Context: an optimization exercise on an open-source flow, tuned for small area and a short achievable clock period. The choices shown serve that exercise and are no tape-out recipe.
Where RTL was checked, it was by simulation tests only, not by an equivalence proof against the original.

Design c6288, start of the top module:
module c6288 (clk, reset, N1_wire, N18_wire, N35_wire, N52_wire, N69_wire, N86_wire, N103_wire, N120_wire, N137_wire, N154_wire, N171_wire, N188_wire, N205_wire, N222_wire, N239_wire, N256_wire, N273_wire, N290_wire, N307_wire, N324_wire, N341_wire, N358_wire, N375_wire, N392_wire, N409_wire, N426_wire, N443_wire, N460_wire, N477_wire, N494_wire, N511_wire, N528_wire,
  N545, N1581, N1901, N2223, N2548, N2877, N3211, N3552, N3895, N4241, N4591, N4946, N5308, N5672, N5971, N6123, N6150, N6160, N6170, N6180, N6190, N6200, N6210, N6220, N6230, N6240, N6250, N6260, N6270, N6280, N6288, N6287);
For scale: about 66 I/O pins.
Settings: LEC_CHECK=0, CAP_MARGIN=20, CORE_MARGIN=2, CORE_UTILIZATION=40, CTS_BUF_LIST=sky130_fd_sc_hd__clkbuf_4 sky130_fd_sc_hd__clkbuf_8, SLEW_MARGIN=20, SYNTH_HIERARCHICAL=1; clock period 14.0 ns.
standard.sh (not shown) runs the stock make flow with config.mk's settings and CLKGATE_MAP_FILE= SYNTH_SCRIPT=/design/flow/synth_recipe.tcl, a recipe that flattens the netlist after the stock synthesis.
==> flow/flow/run.sh <==
#!/bin/bash
# Own layout flow: the standard flow (standard.sh) with extra ORFS make
# variables from flow/extra.txt (one VAR=value per line), e.g. a setup margin
# so that repair_timing sizes and buffers the multiplier for a short period
# rather than only for the 14 ns clock. After the standard synthesis every
# combinational cell is set to the smallest size of its footprint
# (flow/downsize.py); the resizer upsizes where timing needs it.
# Each step's full output goes to a log file in the work folder.
set -euo pipefail
mapfile -t EXTRA < <(grep -v '^#' flow/extra.txt | grep .)
bash standard.sh synth > synth.log 2>&1
RES=orfs/results/$FLOW_PLATFORM/c6288/base
python3 flow/downsize.py $FLOW_HOME/platforms/$FLOW_PLATFORM/lib/sky130_fd_sc_hd__tt_025C_1v80.lib $RES/1_2_yosys.v > downsize.log 2>&1
rm -f $RES/1_synth.odb $RES/1_synth.sdc
bash standard.sh finish "${EXTRA[@]}" > layout.log 2>&1
==> flow/flow/downsize.py <==
#!/usr/bin/env python3
"""Give every combinational cell of the synthesized netlist the smallest size
of its footprint (e.g. a22oi_2 -> a22oi_1); the resizer later upsizes only
where timing needs it. Flip-flops, tie cells and dont-use cells are left as
they are. usage: downsize.py LIB NETLIST"""
import re, sys
lib, net = sys.argv[1], sys.argv[2]
txt = open(lib).read()
cells = {}
for m in re.finditer(r'cell \("(\w+)"\)\s*\{', txt):
    body = txt[m.end():m.end() + 4000]
    fp = re.search(r'cell_footprint : "(\w+)"', body)
    ar = re.search(r'area : ([\d.]+)', body)
    if fp and ar:
        cells[m.group(1)] = (fp.group(1), float(ar.group(1)))
skip = re.compile(r'sky130_fd_sc_hd__(df|dl|sdf|edf|conb|tap|fill|decap|diode|clk|probe|lpflow|buf|inv|bufinv)')
best = {}
for c, (fp, ar) in cells.items():
    if skip.match(c):
        continue
    if fp not in best or ar < cells[best[fp]][1]:
        best[fp] = c
src = open(net).read()
n = [0]
def rep(m):
    c = m.group(1)
    if c in cells and not skip.match(c):
        b = best.get(cells[c][0], c)
        if b != c and cells[b][1] < cells[c][1] - 1e-6:
            n[0] += 1
            return b + m.group(2)
    return m.group(0)
out = re.sub(r'\b(sky130_fd_sc_hd__\w+)(\s+\S+\s*\()', rep, src)
open(net, 'w').write(out)
print(f"downsized {n[0]} cells")
==> flow/flow/extra.txt <==
SETUP_SLACK_MARGIN=9
BUFFER_PORTS_ARGS=-buffer_cell sky130_fd_sc_hd__buf_1
The baseline finished clean.
Edit:
==> flow/flow/extra.txt (replaced) <==
SETUP_SLACK_MARGIN=9.4
BUFFER_PORTS_ARGS=-buffer_cell sky130_fd_sc_hd__buf_1
--- a/flow/config.mk
+++ b/flow/config.mk
@@ -8,5 +8,5 @@
 export CAP_MARGIN = 20
 export CORE_MARGIN = 2
-export CORE_UTILIZATION = 40
+export CORE_UTILIZATION = 55
 export CTS_BUF_LIST = sky130_fd_sc_hd__clkbuf_4 sky130_fd_sc_hd__clkbuf_8
 export SLEW_MARGIN = 20
Effect: Routed wire length climbs by 9.3%; area after synthesis stays the same; count of clock-buffer cells in the layout rose by 1; setup slack improved by 0.30 ns; worst hold slack is worse by 0.11 ns; via count rose by 7.8%; global-route usage increases by 8.2 points.
Edit:
==> flow/flow/extra.txt (replaced) <==
SETUP_SLACK_MARGIN=9.5
BUFFER_PORTS_ARGS=-buffer_cell sky130_fd_sc_hd__buf_1
--- a/flow/config.mk
+++ b/flow/config.mk
@@ -8,5 +8,5 @@
 export CAP_MARGIN = 20
 export CORE_MARGIN = 2
-export CORE_UTILIZATION = 55
+export CORE_UTILIZATION = 40
 export CTS_BUF_LIST = sky130_fd_sc_hd__clkbuf_4 sky130_fd_sc_hd__clkbuf_8
 export SLEW_MARGIN = 20
Result: Hold slack improved by 0.018 ns; routed wire length went down by 4.3%; fmax went up by 1.0%; cell count went up by 5.6%; first-iteration DRC count went down by about 12%.
Edit:
==> flow/flow/extra.txt (replaced) <==
SETUP_SLACK_MARGIN=9.7
BUFFER_PORTS_ARGS=-buffer_cell sky130_fd_sc_hd__buf_1
What happened: Utilization went up by 2.2 points. Global-route usage hardly moves. Clock-buffer cell count is unchanged.
Edit:
==> flow/flow/extra.txt (replaced) <==
SETUP_SLACK_MARGIN=9.4
BUFFER_PORTS_ARGS=-buffer_cell sky130_fd_sc_hd__buf_1
Register-to-register slack gets worse by 0.05 ns.
Global-route usage came out lower by 0.73 points.
Hold slack gets better by 0.042 ns.
Sequential share of layout area came out higher by 1.0 points.

========
== 05-27 ==
c6288, a different RTL version from the one above (not shown whole).
Size in the first run: ~780 cells after synthesis, about 66 I/O pins, about 8900 um^2 of cells after synthesis.
clock: 14.0 ns
lec_check: 0
cap_margin: 20
core_margin: 2
core_utilization: 40
slew_margin: 20
synth_hierarchical: 1
run.sh (not shown) runs the stock make flow with config.mk's settings and CLKGATE_MAP_FILE= SYNTH_SCRIPT=/design/flow/synth_recipe.tcl, a recipe that flattens the netlist after the stock synthesis.
Stock flow here: none of the scripts above is used.
Setup changes, 05-27 to 12-09
==> flow/flow/run.sh (new file) <==
#!/bin/bash
# Own layout flow: the standard flow (standard.sh), with repair_timing
# asked to keep a setup margin, so that the resizer sizes and buffers the
# multiplier for a short period instead of only for the 14 ns clock.
# Each step's full output goes to a log file in the work folder.
set -euo pipefail
MARGIN=$(cat flow/margin.txt)
bash standard.sh synth > synth.log 2>&1
bash standard.sh finish SETUP_SLACK_MARGIN=$MARGIN > layout.log 2>&1
==> flow/flow/margin.txt (new file) <==
9.0
==> flow/standard.sh (new file) <==
#!/bin/bash
# synth_recipe.tcl (not shown) runs the flow's synth.tcl, then flattens the netlist and writes it again
# the make line also repeats each setting of config.mk as NAME=value (left out here)
make -C /OpenROAD-flow-scripts/flow DESIGN_CONFIG=/design/flow/config.mk WORK_HOME=/design/flow/orfs CLKGATE_MAP_FILE= SYNTH_SCRIPT=/design/flow/synth_recipe.tcl "${@:-finish}"
removed: flow/run.sh
[summary]
Lower global-route met3 utilization goes to 05-27 over 12-09.
Diff 12-09..05-27 | number of buffers created by CTS | unchanged
Compared with 05-27, 12-09 shows global-route wire length before repair that has gone up by a few percent.
No functional check of the RTL was part of any run of this note.

## static timing again, ports no longer ideal
The flow's constraints put no driver on any port. The routed layouts listed below were extracted and timed again, unchanged, in two steps. Step 1: set_driving_cell puts a clkbuf_16 on clk and a buf_2 on each other input, an assumption about the parent block. Step 2, shift: input delay + t, output delay - t, t = (earliest + latest rising clock arrival at the registers) / 2. This alone moves slack from input paths to output paths. Three values: ideal ports, drivers, drivers and shift; two values: the first two.
| run | shift t [ns] | slack for setup (ns) | worst hold slack (ns) | worst data-port slew with drivers (ns) | pins driven straight from the clock port |
|---|---|---|---|---|---|
| the first run of note 1 | 0.420 | 9.283 / 9.283 / 9.283 | 0.927 / 0.927 / 0.927 | 0.04 | 1 |
| the second run of note 1 | 0.406 | 9.580 / 9.580 / 9.580 | 0.818 / 0.818 / 0.818 | 0.04 | 1 |
| the third run of note 1 | 0.413 | 9.624 / 9.624 / 9.624 | 0.836 / 0.836 / 0.836 | 0.04 | 1 |
| the fourth run of note 1 | 0.418 | 9.712 / 9.712 / 9.712 | 0.790 / 0.790 / 0.790 | 0.04 | 1 |
| the fifth run of note 1 | 0.419 | 9.663 / 9.663 / 9.663 | 0.832 / 0.832 / 0.832 | 0.04 | 1 |
| 05-27 | 0.392 | 7.951 / 7.951 / 7.951 | 1.007 / 1.007 / 1.007 | 0.05 | 1 |
| 12-09 | 0.389 | 9.217 / 9.217 / 9.217 | 0.825 / 0.825 / 0.825 | 0.05 | 1 |
After both steps setup and hold are still met in every run listed.
